From an optimization exercise on the open Yosys and OpenROAD flow, aimed at small area, a short achievable clock period and few clock cycles per item; shortcuts taken in it are not production practice. Function was checked by simulation only, so behaviour that the tests miss may differ from the original.

==> flow/design.v, too long to show whole: its modules and the start of the top module <==
// module state_reg: 19 lines
// module key_reg: 19 lines
// module state_update_32b: 41 lines
// module tkx_update_32b: 27 lines
// module tky_update_32b: 27 lines
// module tkz_update_32b: 22 lines
// module SBox: 18 lines
// module ShiftRows: 9 lines
// module MixColumns: 29 lines
// module Permutation: 21 lines
// module HPermutation: 13 lines
// module RoundFunction: 21 lines
// module KeyExpansion: 23 lines
// module lfsr_gf56: 27 lines
// module lfsr2_20: 57 lines
// module lfsr3_20: 57 lines
// module pt8: 17 lines
// module pt4: 13 lines
// module mode_top: 52 lines
// module api: 949 lines
// module LWC: 32 lines
module LWC ( 
   do_data, pdi_ready, sdi_ready, do_valid, do_last,
   pdi_data, sdi_data, pdi_valid, sdi_valid, do_ready, clk, rst
   ) ;
   output [31:0] do_data;
   output 	 pdi_ready, sdi_ready, do_valid, do_last;
   input [31:0]  pdi_data, sdi_data;
   input 	 pdi_valid, sdi_valid, do_ready;
   input 	 clk, rst;
   wire [31:0] 	 pdo, pdi;
   wire [7:0] domain;
   wire [3:0] decrypt;
   wire		     srst, senc, sse;
   wire		     xrst, xenc, xse;
   wire		     yrst, yenc, yse;
   wire		     zrst, zenc, zse;
   wire 	     tk1s;   
   wire [55:0]      counter;
   wire [5:0] 	    constant;
   wire 	    correct_cnt;   
   mode_top datapath (
		      pdo, counter,
		      pdi, sdi_data, domain, decrypt, clk, srst, senc, sse, xrst, xenc, xse,
		      yrst, yenc, yse, zrst, zenc, zse, correct_cnt, constant, tk1s
		      ) ;
   api control (
		do_data, pdi, pdi_ready, sdi_ready, do_valid, do_last, domain,
		srst, senc, sse, xrst, xenc, xse, yrst, yenc, yse, zrst, zenc, zse, decrypt, correct_cnt, constant, tk1s,
		counter, pdi_data, pdo, sdi_data, pdi_valid, sdi_valid, do_ready,
		clk, rst
		) ;
endmodule  
  // ...
==> flow/run.sh <==
#!/bin/bash
# synth_recipe.tcl (not shown) runs the flow's synth.tcl, then flattens the netlist and writes it again
# the make line also repeats each setting of config.mk as NAME=value (left out here)
make -C /OpenROAD-flow-scripts/flow DESIGN_CONFIG=/design/flow/config.mk WORK_HOME=/design/flow/orfs CLKGATE_MAP_FILE= SYNTH_SCRIPT=/design/flow/synth_recipe.tcl finish
==> flow/config.mk <==
export PLATFORM = sky130hd
export DESIGN_NAME = LWC
export DESIGN_NICKNAME = LWC
export VERILOG_FILES = /design/flow/design.v
export SDC_FILE = /design/flow/constraint.sdc
export NUM_CORES = 4
export LEC_CHECK = 0
export CAP_MARGIN = 20
export CORE_MARGIN = 2
export CORE_UTILIZATION = 40
export SLEW_MARGIN = 20
==> flow/constraint.sdc <==
create_clock -name core_clock -period 5.5 [get_ports {clk}]
set_input_delay 1.1000 -clock core_clock [delete_from_list [all_inputs] [get_ports {clk}]]
set_output_delay 1.1000 -clock core_clock [all_outputs]
set_load 0.01 [all_outputs]
==> flow_summary_export.csv, run 1 <==
group,metric,value,unit
yosys,postSynthCellCount,4245,
yosys,netlist-cell-type-count,87,
yosys,ys_top_cells_by_count,"sky130_fd_sc_hd__nand2_1, sky130_fd_sc_hd__xnor2_1, sky130_fd_sc_hd__o21ai_0, sky130_fd_sc_hd__edfxtp_1, sky130_fd_sc_hd__clkbuf_1",
layout,multi_input_gate_area,0.0211,sq mm
hold_path,min_path_cells,2,
die,num_tap_cells,1176,
global_routing,grt_overflow_total,0,
critical_path,critPathKind,"reg -> out",
critical_path,r2r.worst_path.cells,11,
flow_run,max_cap_violations,0,
layout,layout_commonest_cell,"sky130_fd_sc_hd__nand2_1",
layout,layout.core_utilization,0.451,
status,result_of_the_run,"complete, no violations",
clocking,insertion_delay,0.68,ns
layout,final_nets,4245,
layout,antenna_cells,2,
global_routing,globalRouteMet1Util,0.448,
placed_design,place.gp.congestion,1.03,
sta,setup_total_negative_slack,0,ns
die,dieWidth,306,um
sta,drv_slew,0,
yosys,synth-simple-area-share,0.171,
sta,final-hold-violation-count,0,
yosys,syn_area,0.0364,sq mm
hold_path,holdPathEnd,"control.nonce_domain[1]",
clocking,clock_path_buffers,3,
die,die-height,306,um
global_routing,grt_max_degree,193,
die,placeableCoreArea,0.0901,sq mm
critical_path,kind_of_cell_with_the_highest_combined_delay_on_the_critical_path,"compound AO/OA/AOI/OAI gates",
global_routing,antenna_violations_before_repair,2,
layout,layout.area.top_class,"multi-input combinational cells",
clocking,clk_pin_slew,0.06,ns
drt,detail_route.vias_per_cell,6.13,
sta,final_period_minus_worst_setup_slack,5.37,ns
Testbench counts, summed over its fixed seeds: cycles 62,602, bytes 18,726.
==> module LWC, before the edit <==
module LWC ( 
   do_data, pdi_ready, sdi_ready, do_valid, do_last,
   pdi_data, sdi_data, pdi_valid, sdi_valid, do_ready, clk, rst
   ) ;
   output [31:0] do_data;
   output 	 pdi_ready, sdi_ready, do_valid, do_last;
   input [31:0]  pdi_data, sdi_data;
   input 	 pdi_valid, sdi_valid, do_ready;
   input 	 clk, rst;
   wire [31:0] 	 pdo, pdi;
   wire [7:0] domain;
   wire [3:0] decrypt;
   wire		     srst, senc, sse;
   wire		     xrst, xenc, xse;
   wire		     yrst, yenc, yse;
   wire		     zrst, zenc, zse;
   wire 	     tk1s;   
   wire [55:0]      counter;
   wire [5:0] 	    constant;
   wire 	    correct_cnt;   
   mode_top datapath (
		      pdo, counter,
		      pdi, sdi_data, domain, decrypt, clk, srst, senc, sse, xrst, xenc, xse,
		      yrst, yenc, yse, zrst, zenc, zse, correct_cnt, constant, tk1s
		      ) ;
   api control (
		do_data, pdi, pdi_ready, sdi_ready, do_valid, do_last, domain,
		srst, senc, sse, xrst, xenc, xse, yrst, yenc, yse, zrst, zenc, zse, decrypt, correct_cnt, constant, tk1s,
		counter, pdi_data, pdo, sdi_data, pdi_valid, sdi_valid, do_ready,
		clk, rst
		) ;
endmodule  
==> run 2: changes to the inputs <==
==> flow/design.v (replaced) <==
module SBox (
   input  [7:0] X,
   output [7:0] Y
   ) ;
   wire [39:0] P;
   wire [31:0] O;
   assign P[7:0] = X;
   genvar i;
   generate
      for (i = 0; i < 4; i = i + 1) begin : GEN
         assign O[8*i+7:8*i+4] = {P[8*i+7:8*i+5], P[8*i+4] ^ ~(P[8*i+7] | P[8*i+6])};
         assign O[8*i+3:8*i+0] = {P[8*i+3:8*i+1], P[8*i+0] ^ ~(P[8*i+3] | P[8*i+2])};
         assign P[8*i+15:8*i+8] = {O[8*i+2], O[8*i+1], O[8*i+7], O[8*i+6],
                                   O[8*i+4], O[8*i+0], O[8*i+3], O[8*i+5]};
      end
   endgenerate
   assign Y = {O[31:27], O[25], O[26], O[24]};
endmodule  
module ShiftRows (
   input  [127:0] X,
   output [127:0] Y
   ) ;
   assign Y[127:96] = X[127:96];
   assign Y[ 95:64] = {X[71:64], X[95:72]};
   assign Y[ 63:32] = {X[47:32], X[63:48]};
   assign Y[ 31: 0] = {X[23: 0], X[31:24]};
endmodule  
module MixColumns (
   input  [127:0] X,
   output [127:0] Y
   ) ;
   wire [7:0] c1_x2x1 = X[ 95: 88] ^ X[63:56];
   wire [7:0] c2_x2x1 = X[ 87: 80] ^ X[55:48];
   wire [7:0] c3_x2x1 = X[ 79: 72] ^ X[47:40];
   wire [7:0] c4_x2x1 = X[ 71: 64] ^ X[39:32];
   wire [7:0] c1_x2x0 = X[127:120] ^ X[63:56];
   wire [7:0] c2_x2x0 = X[119:112] ^ X[55:48];
   wire [7:0] c3_x2x0 = X[111:104] ^ X[47:40];
   wire [7:0] c4_x2x0 = X[103: 96] ^ X[39:32];
   assign Y[127:120] = c1_x2x0 ^ X[31:24];
   assign Y[ 95: 88] = X[127:120];
   assign Y[ 63: 56] = c1_x2x1;
   assign Y[ 31: 24] = c1_x2x0;
   assign Y[119:112] = c2_x2x0 ^ X[23:16];
   assign Y[ 87: 80] = X[119:112];
   assign Y[ 55: 48] = c2_x2x1;
   assign Y[ 23: 16] = c2_x2x0;
   assign Y[111:104] = c3_x2x0 ^ X[15:8];
   assign Y[ 79: 72] = X[111:104];
   assign Y[ 47: 40] = c3_x2x1;
   assign Y[ 15:  8] = c3_x2x0;
   assign Y[103: 96] = c4_x2x0 ^ X[7:0];
   assign Y[ 71: 64] = X[103:96];
   assign Y[ 39: 32] = c4_x2x1;
   assign Y[  7:  0] = c4_x2x0;
endmodule  
module Permutation (
   input  [127:0] X,
   output [127:0] Y
   ) ;
   assign Y[127:120] = X[ 55: 48];
   assign Y[119:112] = X[  7:  0];
   assign Y[111:104] = X[ 63: 56];
   assign Y[103: 96] = X[ 23: 16];
   assign Y[ 95: 88] = X[ 47: 40];
   assign Y[ 87: 80] = X[ 15:  8];
   assign Y[ 79: 72] = X[ 31: 24];
   assign Y[ 71: 64] = X[ 39: 32];
   assign Y[ 63: 56] = X[127:120];
   assign Y[ 55: 48] = X[119:112];
   assign Y[ 47: 40] = X[111:104];
   assign Y[ 39: 32] = X[103: 96];
   assign Y[ 31: 24] = X[ 95: 88];
   assign Y[ 23: 16] = X[ 87: 80];
   assign Y[ 15:  8] = X[ 79: 72];
   assign Y[  7:  0] = X[ 71: 64];
endmodule  
module HPermutation (
   input  [63:0] X,
   output [63:0] Y
   ) ;
   assign Y[63:56] = X[55:48];
   assign Y[55:48] = X[ 7: 0];
   assign Y[47:40] = X[63:56];
   assign Y[39:32] = X[23:16];
   assign Y[31:24] = X[47:40];
   assign Y[23:16] = X[15: 8];
   assign Y[15: 8] = X[31:24];
   assign Y[ 7: 0] = X[39:32];
endmodule  
module lfsr_gf56 ( 
   so,
   si, domain
   ) ;
   output [63:0] so;
   input [55:0]  si;
   input [7:0] 	  domain;
   wire [55:0] 	  lfsr, lfsrs, lfsrn;
   assign lfsr = {si[7:0],
		  si[15:8],
		  si[23:16],
		  si[31:24],
		  si[39:32],
		  si[47:40],
		  si[55:48]
		  };
   assign lfsrs = {lfsr[54:0],lfsr[55]};
   assign lfsrn = lfsrs ^ {lfsr[55],2'b0,lfsr[55],1'b0,lfsr[55],2'b0};   
   assign so = {lfsrn[7:0],
		lfsrn[15:8],
		lfsrn[23:16],
		lfsrn[31:24],
		lfsrn[39:32],
		lfsrn[47:40],
		lfsrn[55:48],
		domain};   
endmodule  
module LWC ( 
   do_data, pdi_ready, sdi_ready, do_valid, do_last,
   pdi_data, sdi_data, pdi_valid, sdi_valid, do_ready, clk, rst
   ) ;
   output reg [31:0] do_data;
   output reg        pdi_ready, sdi_ready, do_valid, do_last;
   input [31:0]  pdi_data, sdi_data;
   input         pdi_valid, sdi_valid, do_ready;
   input         clk, rst;
   localparam IDLE = 5'd0,  KLD = 5'd1,  KHD = 5'd2,  KW  = 5'd3,
              ADH  = 5'd4,  ADS = 5'd5,  ADT = 5'd6,  NH  = 5'd7,
              NW   = 5'd8,  NWT = 5'd9,  MH  = 5'd10, MS  = 5'd11,
              TH   = 5'd12, TW  = 5'd13, ST  = 5'd14, VH  = 5'd15,
              VW   = 5'd16, VS  = 5'd17;
   localparam C_AD = 2'd0, C_N = 2'd1, C_M = 2'd2;
   reg [127:0] S, K, T3, NB, T2;
   reg [63:0]  Z;
   reg [4:0]   st;
   reg [1:0]   wc;
   reg [15:0]  seglen;
   reg         dec, fail, sclr;
   reg         tpart;
   reg         busy, first, par;
   reg [5:0]   rc;
   reg [1:0]   ctype;
   wire [127:0] tk2 = first ? NB : T2;
   wire [127:0] tk3 = first ? K  : T3;
   wire [63:0]  rk  = (par ? 64'h0 : Z) ^ tk2[127:64] ^ tk3[127:64];
   wire [127:0] sb, ka, sr, rout;
   genvar i;
   generate
      for (i = 0; i < 16; i = i + 1) begin : SBOXES
         SBox SB (.X(S[8*i+7:8*i]), .Y(sb[8*i+7:8*i]));
      end
   endgenerate
   assign ka[127:64] = sb[127:64] ^ rk ^ {4'h0, rc[3:0], 30'h0, rc[5:4], 24'h0};
   assign ka[63:0]   = sb[63:0] ^ {8'h02, 56'h0};
   ShiftRows  SR (.X(ka), .Y(sr));
   MixColumns MC (.X(sr), .Y(rout));
   wire [127:0] p2, p3, ks2, ks3;
   Permutation PT2 (.X(tk2), .Y(p2));
   Permutation PT3 (.X(tk3), .Y(p3));
   generate
      for (i = 0; i < 8; i = i + 1) begin : LFSRS
         assign ks2[64+8*i+7:64+8*i] = {p2[64+8*i+6:64+8*i], p2[64+8*i+7] ^ p2[64+8*i+5]};
         assign ks3[64+8*i+7:64+8*i] = {p3[64+8*i] ^ p3[64+8*i+6], p3[64+8*i+7:64+8*i+1]};
      end
   endgenerate
   assign ks2[63:0] = p2[63:0];
   assign ks3[63:0] = p3[63:0];
   wire [63:0] zp, zr, zr2, zr3, zr4, zrev;
   HPermutation HP0 (.X(Z),   .Y(zp));
   HPermutation HP1 (.X(zp),  .Y(zr));
   HPermutation HP2 (.X(zr),  .Y(zr2));
   HPermutation HP3 (.X(zr2), .Y(zr3));
   HPermutation HP4 (.X(zr3), .Y(zr4));
   assign zrev = zr4;                     
   reg  [7:0]  zdom;
   reg         zrevsel;
   wire [63:0] zsrc = zrevsel ? zrev : Z;
   wire [63:0] zstep;
   lfsr_gf56 CNT (.so(zstep), .si(zsrc[63:8]), .domain(zdom));
   localparam [63:0] ZINIT = 64'h0100_0000_0000_0000;
   wire [31:0] stop = S[127:96];
   wire [31:0] gofs = {stop[24]^stop[31], stop[31:25],
                       stop[16]^stop[23], stop[23:17],
                       stop[8]^stop[15],  stop[15:9],
                       stop[0]^stop[7],   stop[7:1]};
   wire        full   = |seglen[15:4];
   wire        blast  = ~|seglen[15:5] & (~seglen[4] | ~|seglen[3:0]);  
   wire        bpart  = ~full;                                          
   wire [3:0]  r4     = seglen[3:0];
   wire [3:0]  b0 = {wc, 2'b00};
   wire [3:0]  bmask = {full | (b0 < r4), full | ((b0 | 4'd1) < r4),
                        full | ((b0 | 4'd2) < r4), full | ((b0 | 4'd3) < r4)};
   wire        offered = bmask[3];
   wire [31:0] mask = {{8{bmask[3]}}, {8{bmask[2]}}, {8{bmask[1]}}, {8{bmask[0]}}};
   wire        j3part = (wc == 2'd3) & bpart;
   wire [31:0] pdo   = pdi_data ^ gofs;
   wire [31:0] wsel  = ((st == MS) & dec) ? pdo : pdi_data;
   wire [31:0] wm    = wsel & mask;
   wire [31:0] w     = {wm[31:4], j3part ? r4 : wm[3:0]};
   wire        last_rnd  = busy & (rc == 6'h1A);
   wire        can_start = ~busy | last_rnd;
   wire        pin = pdi_valid & pdi_ready;
   wire        sin = sdi_valid & sdi_ready;
   wire        dout = do_valid & do_ready;
   reg [4:0]   stn;
   reg         sh, sclrn, absw, nbsh, ksh, start;
   reg [1:0]   ctn;
   reg         wstep, zstepn, zinit;
   reg         endw;           
   always @* begin
      pdi_ready = 1'b0;
      sdi_ready = 1'b0;
      do_valid  = 1'b0;
      do_last   = 1'b0;
      do_data   = 32'h0;
      stn   = st;
      sh    = 1'b0;
      absw  = 1'b0;
      nbsh  = 1'b0;
      ksh   = 1'b0;
      start = 1'b0;
      ctn   = C_M;
      wstep = 1'b0;
      zstepn = 1'b0;
      zinit = 1'b0;
      zdom  = 8'h08;
      endw  = 1'b0;
      case (st)
        IDLE: begin
           pdi_ready = 1'b1;
        end
        KLD, KHD, KW: begin
           sdi_ready = 1'b1;
           ksh = (st == KW) & sdi_valid;
        end
        ADH, NH, VH: begin
           pdi_ready = 1'b1;
        end
        ADS: begin
           pdi_ready = offered & ~busy;
           sh   = ~busy & (pdi_valid | ~offered);
           absw = 1'b1;
           wstep = sh;
           endw = sh & (wc == 2'd3);
        end
        ADT: begin
           pdi_ready = offered;
           nbsh = pdi_valid | ~offered;
           wstep = nbsh;
           endw = nbsh & (wc == 2'd3);
        end
        NW: begin
           pdi_ready = 1'b1;
           nbsh = pdi_valid;
           wstep = nbsh;
           endw = nbsh & (wc == 2'd3);
        end
        MH: begin
           pdi_ready = do_ready;
           do_valid  = pdi_valid;
           do_data   = {dec ? 8'h43 : 8'h5A, pdi_data[23:0]};
        end
        MS: begin
           pdi_ready = offered & ~busy & do_ready;
           do_valid  = offered & ~busy & pdi_valid;
           do_data   = pdo & mask;
           sh   = ~busy & (offered ? (pdi_valid & do_ready) : 1'b1);
           absw = 1'b1;
           wstep = sh;
           endw = sh & (wc == 2'd3);
        end
        TH: begin
           do_valid = 1'b1;
           do_data  = 32'h8300_0010;
        end
        TW: begin
           do_valid = ~busy;
           do_data  = gofs;
           sh    = ~busy & do_ready;
           wstep = sh;
        end
        VW: begin
           pdi_ready = ~busy;
           sh    = ~busy & pdi_valid;
           wstep = sh;
        end
        ST, VS: begin
           do_valid = 1'b1;
           do_last  = 1'b1;
           do_data  = ((st == VS) & fail) ? 32'hF000_0000 : 32'hE000_0000;
        end
        default: ;
      endcase
      case (st)
        IDLE: if (pin) begin
           if (pdi_data[31:28] == 4'h7) stn = KLD;
           else if (pdi_data[31:28] == 4'h2 || pdi_data[31:28] == 4'h3) begin
              stn = ADH;
              zinit = 1'b1;
           end
        end
        KLD: if (sin && sdi_data[31:28] == 4'h4) stn = KHD;
        KHD: if (sin) stn = KW;
        KW:  if (sin && wc == 2'd3) stn = IDLE;
        ADH: if (pin) stn = ADS;
        ADS: if (endw) begin
           zstepn = 1'b1;
           zdom   = blast ? (bpart ? 8'd26 : 8'd24) : 8'd8;
           stn    = blast ? NH : ADT;
        end
        ADT: if (endw) begin
           start = 1'b1;
           ctn   = C_AD;
           stn   = blast ? NH : ADS;
        end
        NH:  if (pin) stn = NW;
        NW:  if (endw) begin
           if (can_start) begin
              start = 1'b1;
              ctn   = C_N;
              stn   = MH;
           end
           else stn = NWT;
        end
        NWT: if (can_start) begin
           start = 1'b1;
           ctn   = C_N;
           stn   = MH;
        end
        MH:  if (pin) stn = MS;
        MS:  if (endw) begin
           zstepn = 1'b1;
           zdom   = blast ? (bpart ? 8'd21 : 8'd20) : 8'd4;
           start  = 1'b1;
           ctn    = C_M;
           stn    = blast ? (dec ? VH : TH) : MS;
        end
        TH:  if (dout) stn = TW;
        TW:  if (sh && wc == 2'd3) stn = ST;
        ST:  if (dout) stn = IDLE;
        VH:  if (pin) stn = VW;
        VW:  if (sh && wc == 2'd3) stn = VS;
        VS:  if (dout) stn = IDLE;
        default: stn = IDLE;
      endcase
      zrevsel = last_rnd;
      if (last_rnd && ctype == C_AD) zdom = tpart ? 8'd26 : 8'd24;
   end
   always @(posedge clk) begin
      if (busy)
        S <= rout;
      else if (sh)
        S <= {S[95:0], ((absw & sclr & (st == ADS)) ? 32'h0 : stop) ^ (absw ? w : 32'h0)};
      T2 <= ks2;
      T3 <= ks3;
      if (nbsh) NB <= {NB[95:0], (st == ADT) ? w : pdi_data};
      if (ksh)  K  <= {K[95:0], sdi_data};
      if (last_rnd)
        Z <= (ctype == C_AD) ? zstep : (ctype == C_N) ? ZINIT : zrev;
      else if (busy & par)
        Z <= zp;
      else if (zstepn)
        Z <= zstep;
      else if (zinit)
        Z <= ZINIT;
   end
   always @(posedge clk) begin
      if (rst) begin
         st    <= IDLE;
         wc    <= 2'd0;
         busy  <= 1'b0;
         first <= 1'b0;
         par   <= 1'b0;
         rc    <= 6'h01;
         ctype <= C_M;
         seglen <= 16'h0;
         dec   <= 1'b0;
         fail  <= 1'b0;
         sclr  <= 1'b0;
         tpart <= 1'b0;
      end
      else begin
         st <= stn;
         if (st != stn) wc <= 2'd0;
         else if (wstep || ksh) wc <= wc + 2'd1;
         if (start) begin
            busy  <= 1'b1;
            first <= 1'b1;
            par   <= 1'b0;
            rc    <= 6'h01;
            ctype <= ctn;
         end
         else if (busy) begin
            first <= 1'b0;
            par   <= ~par;
            rc    <= {rc[4:0], rc[5] ^ rc[4] ^ 1'b1};
            if (last_rnd) busy <= 1'b0;
         end
         if (st == IDLE && pin) begin
            dec  <= pdi_data[28];
            fail <= 1'b0;
         end
         if ((st == ADH || st == MH) && pin) seglen <= pdi_data[15:0];
         if (st == ADH && pin) sclr <= 1'b1;
         if (endw && st != NW) begin
            seglen <= blast ? 16'h0 : seglen - 16'd16;
            if (st == ADS) sclr <= 1'b0;
            if (st == ADT) tpart <= bpart;
         end
         if (st == VW && sh && (pdo != 32'h0)) fail <= 1'b1;
      end
   end
endmodule  
--- a/flow/config.mk
+++ b/flow/config.mk
@@ -7,2 +7,3 @@
 export LEC_CHECK = 0
+export ABC_CLOCK_PERIOD_IN_PS = 2800
 export CAP_MARGIN = 20
@@ -10,2 +11,3 @@
 export CORE_UTILIZATION = 40
+export SETUP_SLACK_MARGIN = 2.5
 export SLEW_MARGIN = 20
==> run 2 against run 1 <==
Critical path depth decreased by 1. Core utilization increased by 4.8 points. Critical endpoint is now do_data[31]. Clock-buffer cell count increased by 41. Via count decreased by 22%. Worst setup slack improved by 1.4 ns. Cell area increased by 10%. Non-clock buffer count increased by 128.
==> flow_summary_export.csv, run 2 <==
group,metric,value,unit
yosys,synth_adder_area_share,0.00208,
drt,wire_per_inst,28.8,um
yosys,largest_cells_by_area_after_synthesis,"sky130_fd_sc_hd__edfxtp_1, sky130_fd_sc_hd__dfxtp_1, sky130_fd_sc_hd__mux2_2, sky130_fd_sc_hd__xnor2_1, sky130_fd_sc_hd__xnor3_1",
hold_path,min-delay-path-class,"reg -> reg",
placed_design,dpl_wire_length,91.7,mm
placed_design,place.gp.congestion,0.941,
critical_path,critPathKind,"reg -> out",
critical_path,worst_setup_ep_type,"output pin",
die,dieArea,0.0927,sq mm
sta,worst_hold_slack,0.442,ns
global_routing,globalRouteMet1Util,0.366,
yosys,ys_top_cells_by_count,"sky130_fd_sc_hd__edfxtp_1, sky130_fd_sc_hd__mux2_2, sky130_fd_sc_hd__dfxtp_1, sky130_fd_sc_hd__xnor2_1, sky130_fd_sc_hd__nand2_1",
clocking,cts_sinks,742,
global_routing,most_used_layer_global_route,"met2",
placed_design,postPlaceCellArea,0.0385,sq mm
yosys,yosysTopAreaCell,"sky130_fd_sc_hd__edfxtp_1",
clocking,clock_tree.htree_level_count,3,
drt,drt_iter0_drc,3105,
yosys,synth-main-ff-cell,"sky130_fd_sc_hd__edfxtp_1",
critical_path,critical_path_peak_fanout,4,
clocking,clk_pin_slew,0.06,ns
layout,layout.cells.most_common_list,"sky130_fd_sc_hd__edfxtp_1, sky130_fd_sc_hd__mux2_2, sky130_fd_sc_hd__dfxtp_1, sky130_fd_sc_hd__xnor2_1, sky130_fd_sc_hd__nand2_1",
yosys,synth_xor_xnor_area_share,0.137,
global_routing,grt_max_degree,171,
sta,setup_total_negative_slack,0,ns
sta,fmaxAchievable,0.253,GHz
yosys,yosysSeqAreaShare,0.536,
status,result_of_the_run,"complete, no violations",
clocking,clock_path_buffers,3,
drt,postRouteWirelength,129,mm
global_routing,groute.layer.met3.usage,0.0400,
critical_path,setup.worst_path.start_class,"flop",
critical_path,crit_required,4.40,ns
yosys,synthDominantCellAreaShare,0.373,
yosys,synth-simple-area-share,0.0952,
critical_path,cp.arrival,2.85,ns
layout,final_nets,3317,
global_routing,grt_first_pass_wirelength,179,mm
yosys,netlist-cell-type-count,84,
die,rows,110,
sta,drv_slew,0,
drt,num_vias,25800,
die,io_pins,105,
yosys,synth_compound_gate_area_share,0.0893,
global_routing,antenna_violations_before_repair,7,
layout,layout_commonest_cell,"sky130_fd_sc_hd__edfxtp_1",
layout,post_route_cells_drive_above_1_share,0.284,
yosys,synth-seq-cells,742,
yosys,postSynthCellCount,2970,
drt,drtPass1Iterations,6,
yosys,syn_area,0.0361,sq mm
yosys,synth_enable_flop_cells,448,
sta,final_period_minus_worst_setup_slack,3.95,ns
die,placeableCoreArea,0.0897,sq mm
layout,stdcell_area,0.0448,sq mm
sta,clock-skew-final,0.0371,ns
die,dieWidth,304,um
yosys,postSynth.asyncResetShare,0,
global_routing,track_usage,0.267,
placed_design,dp_slack,1.27,ns
drt,detail_route.vias_per_cell,5.75,
drt,antenna_violating_nets_left,0,
sta,grt_setup_unrepaired,"yes",
drt,route.detailed.drc,0,
global_routing,first_global_vias,24700,
clocking,clock-root-buffer,"sky130_fd_sc_hd__clkbuf_16",
yosys,combinational_family_with_the_most_area_after_synthesis,"XOR/XNOR gates",
placed_design,port-buffer-count,104,
sta,layout_setup_ws,1.55,ns
clocking,cts_buffer_count,81,
sta,least_margin_pin_slew,1.07,ns
clocking,cts_tree,"done",
clocking,insertion_delay,0.66,ns
flow_run,max_cap_violations,0,
die,initial_core_util,0.402,
die,die-height,304,um
yosys,synth.net_count,3045,
layout,synthToLayoutAreaGrowth,24.0,%
yosys,synthesis.area_per_instance,12.2,sq um
yosys,synthesis.yosys.warnings,1,
yosys,synth.area.mux_share,0.117,
global_routing,gr-usage-met2,0.420,
sta,final-hold-violation-count,0,
sta,relSlewSlack,0.279,
global_routing,grt_overflow_total,0,
sta,report.final.setup_viol,0,
sta,min_period_over_period,0.718,
yosys,count_leader_synth,"sky130_fd_sc_hd__edfxtp_1",
[run 2: changes by cell type after synthesis, sizes merged, moves of 58 or more]
| cell | delta |
|---|---|
| dfxtp | +262 |
| mux2 | +305 |
| nor2b | +58 |
| nor2 | -152 |
| o31ai | -121 |
| a21oi | -174 |
| clkbuf | -201 |
| xor2 | -143 |
| nand2 | -485 |
| o21ai | -275 |
| xnor2 | -290 |
[run 2: stage by stage]
stage / instances / util
final: 4491 / 0.499
after global routing: 4487 / 0.499
after CTS: 4406 / 0.482
after detailed placement: 4122 / 0.429
after global placement: 4122 / 0.429
after floorplan: 2970 / -
[run 2: final cells by class]
type | count | area (sq um)
tap | 1176 | 1470
fill | 7835 | 45000
multi-input combinational | 2023 | 17300
clock buffer | 115 | 2370
sequential | 742 | 19400
clock inverter | 37 | 437
inverter | 48 | 185
timing repair buffer | 346 | 3610
antenna | 4 | 10.0
[run 2: worst max-delay path: stages, from the launching register on]
cell                       delay (ns)
sky130_fd_sc_hd__dfxtp_2         0.34
sky130_fd_sc_hd__inv_2           0.05
sky130_fd_sc_hd__ha_4            0.27
sky130_fd_sc_hd__or4bb_4         0.55
sky130_fd_sc_hd__and2_4          0.17
sky130_fd_sc_hd__nor2_4          0.12
sky130_fd_sc_hd__buf_12          0.12
sky130_fd_sc_hd__nor2_4          0.04
sky130_fd_sc_hd__a311oi_2        0.23
sky130_fd_sc_hd__o21ai_1         0.14
sky130_fd_sc_hd__buf_2           0.16
[run 2: metal layers]
layer	wire length, um	part of all wire
met5	0	0
met4	7060	0.055
met3	9630	0.074
met2	58100	0.45
met1	54500	0.42
[run 2: cells by family (layout without fill, tap and decap cells)]
family / Yosys count / after routing
and+or+nand+nor: 682 / 689
adders and majority gates: 6 / 6
xor gates and xnor gates: 463 / 463
muxes: 384 / 384
AOI/OAI and AO/OA: 480 / 481
DFF: 742 / 742
other: 0 / 4
buffers and inverters: 213 / 546
[run 2: path summary, 6_finish.rpt]
check / to / cells after the start / slack, ns / startpoint
max: do_data[31] / 10 / 1.55 / seglen[3]
min: NB[126] / 0 / 0.44 / NB[94]
max reg2reg: seglen[11] / 14 / 2.32 / seglen[3]
min reg2reg: NB[126] / 0 / 0.44 / NB[94]
[run 2: timing repair]
item / in CTS / in global routing
resized for setup: 327 / 196
pin swaps: 62 / 92
setup buffers: 118 / 66
gates cloned: 14 / 15
endpoints found under the setup margin: 506 / 263
hold buffers: 0 / 0
Testbench counts of run 2, summed over its fixed seeds: cycles 61,408, bytes 18,726.
==> run 3: changes to the inputs <==
--- a/flow/config.mk
+++ b/flow/config.mk
@@ -7,3 +7,2 @@
 export LEC_CHECK = 0
-export ABC_CLOCK_PERIOD_IN_PS = 2800
 export CAP_MARGIN = 20
@@ -11,3 +10,2 @@
 export CORE_UTILIZATION = 40
-export SETUP_SLACK_MARGIN = 2.5
 export SLEW_MARGIN = 20
==> run 3 against run 2 <==
Die area unchanged. Routed wire length decreased by 6.5%. Sequential share of layout area increased by 3.7 points. First-iteration DRC count increased by 0.71%. Global-route usage decreased by 1.1 points. Critical endpoint is now do_data[13]. Maximum frequency decreased by 22%. Register-to-register slack got worse by 0.68 ns. Highest routed layer is now met5. Clock skew increased by 0.0032 ns. Cell count decreased by 4.8%.
==> flow_summary_export.csv, run 3 <==
group,metric,value,unit
drt,postRouteWirelength,121,mm
placed_design,post-place-cells,4125,
drt,antenna_violating_nets_left,0,
flow_run,max_cap_violations,0,
critical_path,worstSetupStartpoint,"st[3]",
die,initial_core_util,0.402,
global_routing,grt_overflow_total,0,
drt,num_vias,24400,
layout,layout.core_utilization,0.459,
global_routing,antenna_violations_before_repair,7,
sta,report.final.setup_viol,0,
drt,drt_iter0_drc,3127,
status,result_of_the_run,"complete, no violations",
global_routing,first_global_vias,23700,
global_routing,track_usage,0.256,
clocking,cts.repair_timing.setup_buffer_count,0,
layout,synthToLayoutAreaGrowth,14.1,%
clocking,cts.hold.buffers_added,0,
layout,final_nets,3107,
clocking,insertion_delay,0.67,ns
sta,fmaxAchievable,0.197,GHz
sta,final_period_minus_worst_setup_slack,5.08,ns
clocking,clk_pin_slew,0.06,ns
sta,drv_slew,0,
hold_path,min-delay-path-class,"reg -> reg",
yosys,count_leader_synth,"sky130_fd_sc_hd__edfxtp_1",
yosys,synthDominantCellAreaShare,0.373,
sta,setup_total_negative_slack,0,ns
yosys,postSynthCellCount,2970,
placed_design,place.gp.congestion,0.926,
hold_path,min_path_cells,0,
layout,layout.cells.most_common_list,"sky130_fd_sc_hd__edfxtp_1, sky130_fd_sc_hd__mux2_2, sky130_fd_sc_hd__dfxtp_1, sky130_fd_sc_hd__xnor2_1, sky130_fd_sc_hd__nand2_1",
yosys,yosysTopAreaCell,"sky130_fd_sc_hd__edfxtp_1",
yosys,netlist-cell-type-count,84,
yosys,ys_top_cells_by_count,"sky130_fd_sc_hd__edfxtp_1, sky130_fd_sc_hd__mux2_2, sky130_fd_sc_hd__dfxtp_1, sky130_fd_sc_hd__xnor2_1, sky130_fd_sc_hd__nand2_1",
sta,relSlewSlack,0.225,
yosys,synth.net_count,3045,
critical_path,worst_setup_ep_type,"output pin",
die,dieWidth,304,um
critical_path,reg2reg_from,"st[0]",
sta,min_period_over_period,0.924,
critical_path,setup.worst_path.start_class,"flop",
yosys,syn_area,0.0361,sq mm
yosys,synthesis.area_per_instance,12.2,sq um
layout,layout_commonest_cell,"sky130_fd_sc_hd__edfxtp_1",
drt,detail_route.vias_per_cell,5.71,
yosys,synthesis.yosys.warnings,1,
clocking,clock_path_buffers,3,
global_routing,grt_max_degree,175,
sta,worst_hold_slack,0.440,ns
yosys,largest_cells_by_area_after_synthesis,"sky130_fd_sc_hd__edfxtp_1, sky130_fd_sc_hd__dfxtp_1, sky130_fd_sc_hd__mux2_2, sky130_fd_sc_hd__xnor2_1, sky130_fd_sc_hd__xnor3_1",
critical_path,cp.arrival,3.98,ns
yosys,yosysSeqAreaShare,0.536,
die,die-height,304,um
yosys,postSynth.asyncResetShare,0,
placed_design,port-buffer-count,104,
sta,final-hold-violation-count,0,
die,rows,110,
clocking,post_cts_resized,0,
yosys,synth-seq-cells,742,
layout,post_route_cells_drive_above_1_share,0.163,
drt,route.detailed.drc,0,
clocking,cts_sinks,742,
hold_path,hold_path_startpoint,"K[83]",
die,placeableCoreArea,0.0897,sq mm
layout,fillerInstances,8196,
yosys,synth_enable_flop_cells,448,
sta,least_margin_pin_slew,1.16,ns
layout,area_occupied_by_registers,0.0193,sq mm
critical_path,r2r.worst_path.cells,8,
critical_path,critPathKind,"reg -> out",
clocking,clock-root-buffer,"sky130_fd_sc_hd__clkbuf_16",
placed_design,dpl_wire_length,91.5,mm
layout,layoutNonFillerInstCount,4277,
clocking,cts_tree,"done",
clocking,clock_tree.htree_level_count,3,
drt,drtPass1Iterations,6,
sta,grt_setup_unrepaired,"no",
layout,multi_input_gate_area,0.0160,sq mm
critical_path,critical_path_peak_fanout,28,
drt,wire_per_inst,28.2,um
die,dieArea,0.0927,sq mm
clocking,cts_buffer_count,81,
global_routing,grt_first_pass_wirelength,171,mm
die,io_pins,105,
yosys,synth-main-ff-cell,"sky130_fd_sc_hd__edfxtp_1",
critical_path,crit_required,4.40,ns
sta,clock-skew-final,0.0403,ns
-- run 3: cell counts after synthesis --
Identical to the previous run, type by type.
-- run 3: final cells by class --
type | instances | share of cell area
diodes | 2 | 0.000122
clock buffers | 108 | 0.0549
clock inverters | 42 | 0.0130
inverters | 48 | 0.00437
multi-input cells | 2015 | 0.387
flip-flops and latches | 742 | 0.470
well taps | 1176 | 0.0357
repair buffers | 144 | 0.0347
-- run 3: path summary, 6_finish.rpt --
| path | to | slack (ns) |
|---|---|---|
| setup reg to reg | Z[37] | 1.64 |
| setup / recovery | do_data[13] | 0.42 |
| hold reg to reg | K[115] | 0.44 |
| hold / removal | K[115] | 0.44 |
-- run 3: metal layers --
layer | global-route usage | wire, um | up-vias
met5 | 0 | 12 | -
met4 | 0.0956 | 4900 | 2
met3 | 0.0345 | 7450 | 183
met2 | 0.402 | 55100 | 1086
met1 | 0.360 | 53300 | 12300
li1 | - | - | 10900
-- run 3: stage by stage --
| stage | setup WS, ns | instance area [sq um] |
|---|---|---|
| 2_1_floorplan | 0.295 | 36100 |
| 3_3_place_gp | 0.987 | 38400 |
| 3_5_place_dp | 0.978 | 38400 |
| 4_1_cts | 0.476 | 41200 |
| 5_1_grt | 0.128 | 41200 |
| 6_report | 0.418 | 41200 |
-- run 3: cell families (layout without fill, tap and decap cells) --
logic type / count (synthesis) / in the layout / synth area share
xor+xnor: 463 / 463 / 0.137
fa+ha+maj: 6 / 6 / 0.00208
buf+inv: 213 / 342 / 0.0242
other cells: 0 / 2 / 0
simple gates: 682 / 682 / 0.0952
flops: 742 / 742 / 0.536
mux: 384 / 384 / 0.117
compound gates: 480 / 480 / 0.0893
-- run 3: worst max-delay path, cell delays in order (launching register included) --
cell	delay, ns
sky130_fd_sc_hd__dfxtp_1	0.86
sky130_fd_sc_hd__nor2b_1	0.47
sky130_fd_sc_hd__nand3_1	0.87
sky130_fd_sc_hd__o21ai_0	0.40
sky130_fd_sc_hd__a22o_1	0.19
sky130_fd_sc_hd__clkdlybuf4s50_1	0.53
==> run 4: changes to the inputs <==
--- a/flow/design.v
+++ b/flow/design.v
@@ -144,25 +144,11 @@
    wire [127:0] tk3 = first ? K  : T3;
-   wire [63:0]  rk  = (par ? 64'h0 : Z) ^ tk2[127:64] ^ tk3[127:64];
-   wire [127:0] sb, ka, sr, rout;
-   genvar i;
-   generate
-      for (i = 0; i < 16; i = i + 1) begin : SBOXES
-         SBox SB (.X(S[8*i+7:8*i]), .Y(sb[8*i+7:8*i]));
-      end
-   endgenerate
-   assign ka[127:64] = sb[127:64] ^ rk ^ {4'h0, rc[3:0], 30'h0, rc[5:4], 24'h0};
-   assign ka[63:0]   = sb[63:0] ^ {8'h02, 56'h0};
-   ShiftRows  SR (.X(ka), .Y(sr));
-   MixColumns MC (.X(sr), .Y(rout));
-   wire [127:0] p2, p3, ks2, ks3;
-   Permutation PT2 (.X(tk2), .Y(p2));
-   Permutation PT3 (.X(tk3), .Y(p3));
-   generate
-      for (i = 0; i < 8; i = i + 1) begin : LFSRS
-         assign ks2[64+8*i+7:64+8*i] = {p2[64+8*i+6:64+8*i], p2[64+8*i+7] ^ p2[64+8*i+5]};
-         assign ks3[64+8*i+7:64+8*i] = {p3[64+8*i] ^ p3[64+8*i+6], p3[64+8*i+7:64+8*i+1]};
-      end
-   endgenerate
-   assign ks2[63:0] = p2[63:0];
-   assign ks3[63:0] = p3[63:0];
+   wire [63:0]  rk  = Z ^ tk2[127:64] ^ tk3[127:64];
+   wire [127:0] rout1, rout;
+   wire [5:0]   rc2 = {rc[4:0], rc[5] ^ rc[4] ^ 1'b1};
+   SkinnyRound RND1 (.X(S),     .RK(rk),  .RC(rc),  .Y(rout1));
+   wire [127:0] ks2a, ks3a, ks2, ks3;
+   TKStep KA (.T2(tk2),  .T3(tk3),  .N2(ks2a), .N3(ks3a));
+   TKStep KB (.T2(ks2a), .T3(ks3a), .N2(ks2),  .N3(ks3));
+   wire [63:0]  rkb = ks2a[127:64] ^ ks3a[127:64];
+   SkinnyRound RND2 (.X(rout1), .RK(rkb), .RC(rc2), .Y(rout));
    wire [63:0] zp, zr, zr2, zr3, zr4, zrev;
@@ -199,3 +185,3 @@
    wire [31:0] w     = {wm[31:4], j3part ? r4 : wm[3:0]};
-   wire        last_rnd  = busy & (rc == 6'h1A);
+   wire        last_rnd  = busy & (rc == 6'h2D);
    wire        can_start = ~busy | last_rnd;
@@ -359,3 +345,3 @@
         Z <= (ctype == C_AD) ? zstep : (ctype == C_N) ? ZINIT : zrev;
-      else if (busy & par)
+      else if (busy)
         Z <= zp;
@@ -395,3 +381,3 @@
             par   <= ~par;
-            rc    <= {rc[4:0], rc[5] ^ rc[4] ^ 1'b1};
+            rc    <= {rc2[4:0], rc2[5] ^ rc2[4] ^ 1'b1};
             if (last_rnd) busy <= 1'b0;
@@ -413 +399,36 @@
 endmodule  
+module SkinnyRound (
+   input  [127:0] X,
+   input  [63:0]  RK,
+   input  [5:0]   RC,
+   output [127:0] Y
+   ) ;
+   wire [127:0] sb, ka, sr;
+   genvar i;
+   generate
+      for (i = 0; i < 16; i = i + 1) begin : SBOXES
+         SBox SB (.X(X[8*i+7:8*i]), .Y(sb[8*i+7:8*i]));
+      end
+   endgenerate
+   assign ka[127:64] = sb[127:64] ^ RK ^ {4'h0, RC[3:0], 30'h0, RC[5:4], 24'h0};
+   assign ka[63:0]   = sb[63:0] ^ {8'h02, 56'h0};
+   ShiftRows  SR (.X(ka), .Y(sr));
+   MixColumns MC (.X(sr), .Y(Y));
+endmodule  
+module TKStep (
+   input  [127:0] T2, T3,
+   output [127:0] N2, N3
+   ) ;
+   wire [127:0] p2, p3;
+   Permutation PT2 (.X(T2), .Y(p2));
+   Permutation PT3 (.X(T3), .Y(p3));
+   genvar i;
+   generate
+      for (i = 0; i < 8; i = i + 1) begin : LFSRS
+         assign N2[64+8*i+7:64+8*i] = {p2[64+8*i+6:64+8*i], p2[64+8*i+7] ^ p2[64+8*i+5]};
+         assign N3[64+8*i+7:64+8*i] = {p3[64+8*i] ^ p3[64+8*i+6], p3[64+8*i+7:64+8*i+1]};
+      end
+   endgenerate
+   assign N2[63:0] = p2[63:0];
+   assign N3[63:0] = p3[63:0];
+endmodule  
--- a/flow/config.mk
+++ b/flow/config.mk
@@ -7,2 +7,3 @@
 export LEC_CHECK = 0
+export ABC_CLOCK_PERIOD_IN_PS = 4500
 export CAP_MARGIN = 20
@@ -10,2 +11,3 @@
 export CORE_UTILIZATION = 40
+export SETUP_SLACK_MARGIN = 1.0
 export SLEW_MARGIN = 20
==> run 4 against run 3 <==
Highest routed layer is now met4. Cell count increased by 28%. Sequential share of layout area decreased by 8.7 points. Clock skew decreased by 0.0013 ns.
==> flow_summary_export.csv, run 4 <==
group,metric,value,unit
sta,relSlewSlack,0.109,
sta,setup_total_negative_slack,0,ns
clocking,cts_tree,"done",
layout,multi_input_gate_area,0.0227,sq mm
clocking,clock_path_buffers,3,
sta,min_period_over_period,0.841,
placed_design,dpl_wire_length,131,mm
sta,clock-skew-final,0.0390,ns
status,result_of_the_run,"complete, no violations",
sta,final_period_minus_worst_setup_slack,4.63,ns
global_routing,antenna_violations_before_repair,6,
yosys,synthDominantCellAreaShare,0.323,
layout,layout_commonest_cell,"sky130_fd_sc_hd__edfxtp_1",
global_routing,grt_overflow_total,0,
clocking,clock_tree.htree_level_count,3,
yosys,synth-seq-cells,741,
yosys,synth-main-ff-cell,"sky130_fd_sc_hd__edfxtp_1",
die,dieWidth,327,um
drt,route.detailed.drc,0,
placed_design,port-buffer-count,104,
critical_path,crit_required,5.92,ns
drt,detail_route.vias_per_cell,5.69,
drt,antenna_violating_nets_left,0,
layout,post_route_cells_drive_above_1_share,0.233,
layout,area_occupied_by_registers,0.0193,sq mm
sta,fmaxAchievable,0.216,GHz
layout,final_nets,4097,
drt,drt_iter0_drc,4184,
critical_path,critPathMostFrequentCell,"sky130_fd_sc_hd__xor2_2",
placed_design,post-place-cells,5146,
placed_design,place.gp.congestion,1.05,
die,io_pins,105,
layout,synthToLayoutAreaGrowth,21.1,%
yosys,synth_enable_flop_cells,448,
sta,least_margin_pin_slew,1.34,ns
drt,postRouteWirelength,167,mm
yosys,postSynth.asyncResetShare,0,
die,dieArea,0.107,sq mm
yosys,count_leader_synth,"sky130_fd_sc_hd__xnor2_1",
global_routing,track_usage,0.305,
yosys,syn_area,0.0417,sq mm
sta,layout_setup_ws,0.873,ns
flow_run,max_cap_violations,0,
layout,fillerInstances,9353,
critical_path,cp.arrival,5.04,ns
placed_design,dp_slack,0.445,ns
sta,final-hold-violation-count,0,
critical_path,number_of_buffer_and_inverter_stages_on_the_critical_path,3,
clocking,insertion_delay,0.68,ns
die,rows,118,
global_routing,grt_first_pass_wirelength,227,mm
critical_path,worst_path_max_delay_cell,"sky130_fd_sc_hd__dfxtp_4",
yosys,yosysTopAreaCell,"sky130_fd_sc_hd__edfxtp_1",
global_routing,grt_max_degree,184,
sta,report.final.setup_viol,0,
layout,layoutNonFillerInstCount,5478,
sta,drv_slew,0,
yosys,largest_cells_by_area_after_synthesis,"sky130_fd_sc_hd__edfxtp_1, sky130_fd_sc_hd__dfxtp_1, sky130_fd_sc_hd__xnor2_1, sky130_fd_sc_hd__mux2_2, sky130_fd_sc_hd__xor2_1",
critical_path,setup.worst_path.start_class,"flop",
critical_path,path_cells,"buf_12 -> buf_16 -> mux2_2 -> xnor2_1 -> xnor2_2 -> xor2_2 -> xor2_2 -> xor2_2 -> xnor2_4 -> nand3b_1 -> and4_1 -> or2_1 -> xor2_2 -> xor2_1 -> buf_4 -> xor2_1 -> mux2_4",
yosys,postSynthCellCount,3720,
drt,num_vias,31200,
yosys,synthesis.yosys.warnings,1,
critical_path,critical_path_peak_fanout,18,
die,initial_core_util,0.403,
placed_design,postPlaceCellArea,0.0447,sq mm
drt,drtPass1Iterations,8,
clocking,clock-root-buffer,"sky130_fd_sc_hd__clkbuf_16",
drt,wire_per_inst,30.5,um
yosys,netlist-cell-type-count,97,
critical_path,worst_setup_ep_type,"flop",
global_routing,first_global_vias,28800,
hold_path,min-delay-path-class,"reg -> reg",
yosys,ys_top_cells_by_count,"sky130_fd_sc_hd__xnor2_1, sky130_fd_sc_hd__edfxtp_1, sky130_fd_sc_hd__dfxtp_1, sky130_fd_sc_hd__nor2_1",
critical_path,critPathKind,"reg -> reg",
yosys,synthesis.area_per_instance,11.2,sq um
clocking,cts_sinks,741,
yosys,synth.net_count,3795,
critical_path,kind_of_cell_with_the_highest_combined_delay_on_the_critical_path,"XOR/XNOR gates",
die,placeableCoreArea,0.103,sq mm
clocking,clk_pin_slew,0.07,ns
layout,layout.cells.most_common_list,"sky130_fd_sc_hd__edfxtp_1, sky130_fd_sc_hd__xnor2_1, sky130_fd_sc_hd__dfxtp_1, sky130_fd_sc_hd__buf_4, sky130_fd_sc_hd__nor2_1",
sta,grt_setup_unrepaired,"yes",
layout,stdcell_area,0.0505,sq mm
clocking,cts_buffer_count,84,
critical_path,critical_path.max_stage_delay,0.41,ns
yosys,yosysSeqAreaShare,0.464,
die,die-height,327,um
-- run 4: cell type report --
| type | count | share of cell area |
|---|---|---|
| inverter | 90 | 0.00677 |
| timing repair buffer | 393 | 0.0697 |
| clock buffer | 113 | 0.0462 |
| sequential | 741 | 0.383 |
| antenna | 5 | 0.000248 |
| multi-input combinational | 2712 | 0.451 |
| tap | 1380 | 0.0342 |
| clock inverter | 44 | 0.00925 |
-- run 4: cells by family after synthesis --
family	after synthesis	share of synthesized area
AND/OR/NAND/NOR	872	0.100
XOR/XNOR	829	0.212
multiplexers	413	0.107
buffers and inverters	269	0.0280
flip-flops	741	0.464
AO/OA/AOI/OAI	590	0.0870
adder cells (fa/ha/maj)	6	0.00180
-- run 4: path summary, 6_finish.rpt --
| kind | start | to | slack, ns | cells after the start |
|---|---|---|---|---|
| min | NB[86] | NB[118] | 0.44 | 0 |
| max reg2reg | first | S[97] | 0.87 | 17 |
| max | first | S[97] | 0.87 | 17 |
| min reg2reg | NB[86] | NB[118] | 0.44 | 0 |
-- run 4: worst reg2reg max path, cell delays in order (launching register included) --
cell and delay, ns:
sky130_fd_sc_hd__dfxtp_4 0.41, sky130_fd_sc_hd__buf_12 0.16, sky130_fd_sc_hd__buf_16 0.20, sky130_fd_sc_hd__mux2_2 0.40, sky130_fd_sc_hd__xnor2_1 0.28, sky130_fd_sc_hd__xnor2_2 0.18, sky130_fd_sc_hd__xor2_2 0.28, sky130_fd_sc_hd__xor2_2 0.33
sky130_fd_sc_hd__xor2_2 0.28, sky130_fd_sc_hd__xnor2_4 0.14, sky130_fd_sc_hd__nand3b_1 0.22, sky130_fd_sc_hd__and4_1 0.23, sky130_fd_sc_hd__or2_1 0.26, sky130_fd_sc_hd__xor2_2 0.21, sky130_fd_sc_hd__xor2_1 0.18, sky130_fd_sc_hd__buf_4 0.17
sky130_fd_sc_hd__xor2_1 0.16, sky130_fd_sc_hd__mux2_4 0.27
-- run 4: what timing repair did --
item | in CTS | in global routing
gates cloned | 3 | 3
resized for setup | 135 | 175
hold buffers | 0 | 0
setup buffers | 93 | 71
pin swaps | 28 | 48
setup endpoints to repair | 92 | 75
-- run 4: per-stage QoR --
step / util / hold WS (ns)
after floorplan: - / 0.420
after global placement: 0.432 / 0.429
after detailed placement: 0.432 / 0.427
after CTS: 0.474 / 0.443
after global routing: 0.487 / 0.454
final: 0.488 / 0.444
-- run 4: metal layers --
metal | wire length, um | up-vias | track usage
met3 | 14800 | 293 | 0.0516
met2 | 73800 | 1598 | 0.468
met5 | 0 | - | 0
met1 | 69700 | 15500 | 0.427
li1 | - | 13800 | -
met4 | 8530 | 0 | 0.125
Testbench counts of run 4, summed over its fixed seeds: cycles 34,408, bytes 18,726.
==> run 5: changes to the inputs <==
--- a/flow/config.mk
+++ b/flow/config.mk
@@ -7,3 +7,2 @@
 export LEC_CHECK = 0
-export ABC_CLOCK_PERIOD_IN_PS = 4500
 export CAP_MARGIN = 20
@@ -11,3 +10,2 @@
 export CORE_UTILIZATION = 40
-export SETUP_SLACK_MARGIN = 1.0
 export SLEW_MARGIN = 20
==> run 5 against run 4 <==
Via count fell by 3.1%. Maximum frequency down 12%. Worst setup slack lost 0.62 ns. Area after synthesis is the same. Clock-buffer cell count up 3. Critical path depth down 6. Core utilization decreased by 2.6 points. Highest routed layer is now met5. Global-route usage is 0.35 points lower.
==> flow_summary_export.csv, run 5 <==
group,metric,value,unit
status,result_of_the_run,"complete, no violations",
flow_run,max_cap_violations,0,
yosys,synthesis.yosys.warnings,1,
sta,worst_hold_slack,0.438,ns
drt,detail_route.vias_per_cell,5.67,
die,rows,118,
yosys,synth.net_count,3795,
die,initial_core_util,0.403,
clocking,cts_buffer_count,84,
drt,drt_iter0_drc,4095,
die,placeableCoreArea,0.103,sq mm
placed_design,postPlaceCellArea,0.0449,sq mm
drt,num_vias,30200,
critical_path,kind_of_cell_with_the_highest_combined_delay_on_the_critical_path,"simple AND/OR/NAND/NOR gates",
yosys,syn_area,0.0417,sq mm
sta,grt_setup_unrepaired,"no",
global_routing,grt_first_pass_wirelength,224,mm
clocking,clk_pin_slew,0.06,ns
yosys,ys_top_cells_by_count,"sky130_fd_sc_hd__xnor2_1, sky130_fd_sc_hd__edfxtp_1, sky130_fd_sc_hd__dfxtp_1, sky130_fd_sc_hd__nor2_1",
critical_path,number_of_buffer_and_inverter_stages_on_the_critical_path,4,
yosys,count_leader_synth,"sky130_fd_sc_hd__xnor2_1",
clocking,clock_path_buffers,3,
yosys,largest_cells_by_area_after_synthesis,"sky130_fd_sc_hd__edfxtp_1, sky130_fd_sc_hd__dfxtp_1, sky130_fd_sc_hd__xnor2_1, sky130_fd_sc_hd__mux2_2, sky130_fd_sc_hd__xor2_1",
clocking,clock-root-buffer,"sky130_fd_sc_hd__clkbuf_16",
global_routing,track_usage,0.301,
sta,report.final.setup_viol,0,
layout,area_occupied_by_registers,0.0193,sq mm
sta,fmaxAchievable,0.191,GHz
yosys,yosysTopAreaCell,"sky130_fd_sc_hd__edfxtp_1",
global_routing,grt_max_degree,188,
layout,fillerInstances,9557,
sta,setup_total_negative_slack,0,ns
die,dieArea,0.107,sq mm
placed_design,place.gp.congestion,1.06,
critical_path,crit_required,4.40,ns
die,die-height,327,um
yosys,synth_enable_flop_cells,448,
drt,postRouteWirelength,164,mm
critical_path,critical_path.max_stage_delay,0.50,ns
drt,wire_per_inst,30.7,um
clocking,cts.repair_timing.setup_buffer_count,0,
placed_design,dpl_wire_length,132,mm
die,io_pins,105,
layout,final_nets,3954,
sta,drv_slew,0,
yosys,postSynthCellCount,3720,
global_routing,first_global_vias,28200,
critical_path,worst_path_max_delay_cell,"sky130_fd_sc_hd__nor4_1",
yosys,synthesis.area_per_instance,11.2,sq um
critical_path,critical_path_peak_fanout,16,
critical_path,critPathMostFrequentCell,"sky130_fd_sc_hd__buf_4",
placed_design,port-buffer-count,104,
yosys,netlist-cell-type-count,97,
drt,route.detailed.drc,0,
critical_path,worst_setup_ep_type,"output pin",
critical_path,critPathKind,"reg -> out",
sta,least_margin_pin_slew,1.10,ns
layout,layout_commonest_cell,"sky130_fd_sc_hd__xnor2_1",
global_routing,grt_overflow_total,0,
clocking,insertion_delay,0.68,ns
layout,multi_input_gate_area,0.0213,sq mm
sta,final-hold-violation-count,0,
sta,relSlewSlack,0.260,
sta,final_period_minus_worst_setup_slack,5.24,ns
yosys,synth-seq-cells,741,
yosys,synthDominantCellAreaShare,0.323,
global_routing,antenna_violations_before_repair,17,
layout,layout.cells.most_common_list,"sky130_fd_sc_hd__xnor2_1, sky130_fd_sc_hd__edfxtp_1, sky130_fd_sc_hd__dfxtp_1, sky130_fd_sc_hd__nor2_1",
drt,antenna_violating_nets_left,0,
critical_path,path_cells,"nor4_1 -> nor4b_1 -> buf_4 -> nand3_1 -> buf_4 -> nor2_1 -> buf_4 -> nand2b_1 -> o21ai_0 -> a22o_1 -> clkdlybuf4s50_1",
clocking,cts_tree,"done",
layout,stdcell_area,0.0478,sq mm
sta,min_period_over_period,0.953,
drt,drtPass1Iterations,6,
clocking,cts.hold.buffers_added,0,
critical_path,setup.worst_path.start_class,"flop",
layout,synthToLayoutAreaGrowth,14.6,%
yosys,synth-main-ff-cell,"sky130_fd_sc_hd__edfxtp_1",
yosys,yosysSeqAreaShare,0.464,
clocking,clock_tree.htree_level_count,3,
layout,post_route_cells_drive_above_1_share,0.148,
critical_path,cp.arrival,4.14,ns
sta,clock-skew-final,0.0280,ns
hold_path,min-delay-path-class,"reg -> reg",
yosys,postSynth.asyncResetShare,0,
die,dieWidth,327,um
clocking,cts_sinks,741,
clocking,post_cts_resized,0,
run 5: cell counts after synthesis:
No cell type changed its count.
run 5: path summary, 6_finish.rpt:
kind	from	endpoint	slack [ns]	cells past startpoint
worst max-delay path	seglen[7]	do_data[17]	0.26	11
worst min-delay path	K[29]	K[61]	0.44	0
worst max register to register	S[98]	S[97]	0.30	14
worst min register to register	K[29]	K[61]	0.44	0
run 5: layout make-up:
class | count | area share
tap | 1380 | 0.0362
clock inverter | 40 | 0.00943
timing repair buffer | 252 | 0.0474
sequential | 741 | 0.405
clock buffer | 116 | 0.0500
antenna | 5 | 0.000262
inverter | 90 | 0.00718
multi-input combinational | 2710 | 0.445
run 5: metal layers:
metal,vias up,global-route usage,part of all wire
li1,13500,-,-
met1,14800,0.404,0.41
met2,1595,0.449,0.43
met3,305,0.0697,0.098
met4,16,0.169,0.061
met5,-,0,0.00070
run 5: logic make-up (layout without fill, tap and decap cells):
kind of cell | count (synthesis) | after routing | share of synthesized area
and+or+nand+nor | 872 | 872 | 0.100
xor gates and xnor gates | 829 | 829 | 0.212
DFF | 741 | 741 | 0.464
AOI/OAI and AO/OA | 590 | 590 | 0.0870
muxes | 413 | 413 | 0.107
buffers and inverters | 269 | 498 | 0.0280
adders and majority gates | 6 | 6 | 0.00180
other | 0 | 5 | 0
run 5: per-stage QoR:
stage	utilization	setup WS (ns)	instances
final	0.461	0.257	5334
after global routing	0.461	0.00361	5331
after CTS	0.461	0.303	5328
after detailed placement	0.434	0.530	5172
after global placement	0.434	0.435	5172
after floorplan	-	0.108	3720

## afterwards: timing with drivers on the ports
Ports are ideal in the flow. The routed layouts listed here were re-timed in OpenROAD.
Step 1 assumes that a clkbuf_16 drives the clock port and a buf_2 every other input.
Step 2 also shifts input and output timing later by t, the mid clock arrival at the registers, as if the neighbouring blocks saw the same clock.
Slacks: ideal / step 1 / step 2; pairs: ideal / step 1.
run | shift t [ns] | setup slack, ns | slew at the worst register clock pin (ns)
run 1 | 0.730 | 0.125 / 0.052 / -0.336 | 0.07 / 0.07
run 2 | 0.714 | 1.553 / 1.484 / 1.706 | 0.07 / 0.07
run 3 | 0.714 | 0.418 / 0.351 / 0.996 | 0.07 / 0.07
run 4 | 0.734 | 0.873 / 0.873 / 0.873 | 0.07 / 0.07
run 5 | 0.738 | 0.257 / 0.185 / 0.297 | 0.07 / 0.07
With both steps, setup timing fails in run 1, where it was met with ideal ports. The setup slack of run 1, which loses most, moves by -0.073 ns with the drivers and by -0.461 ns with both steps.
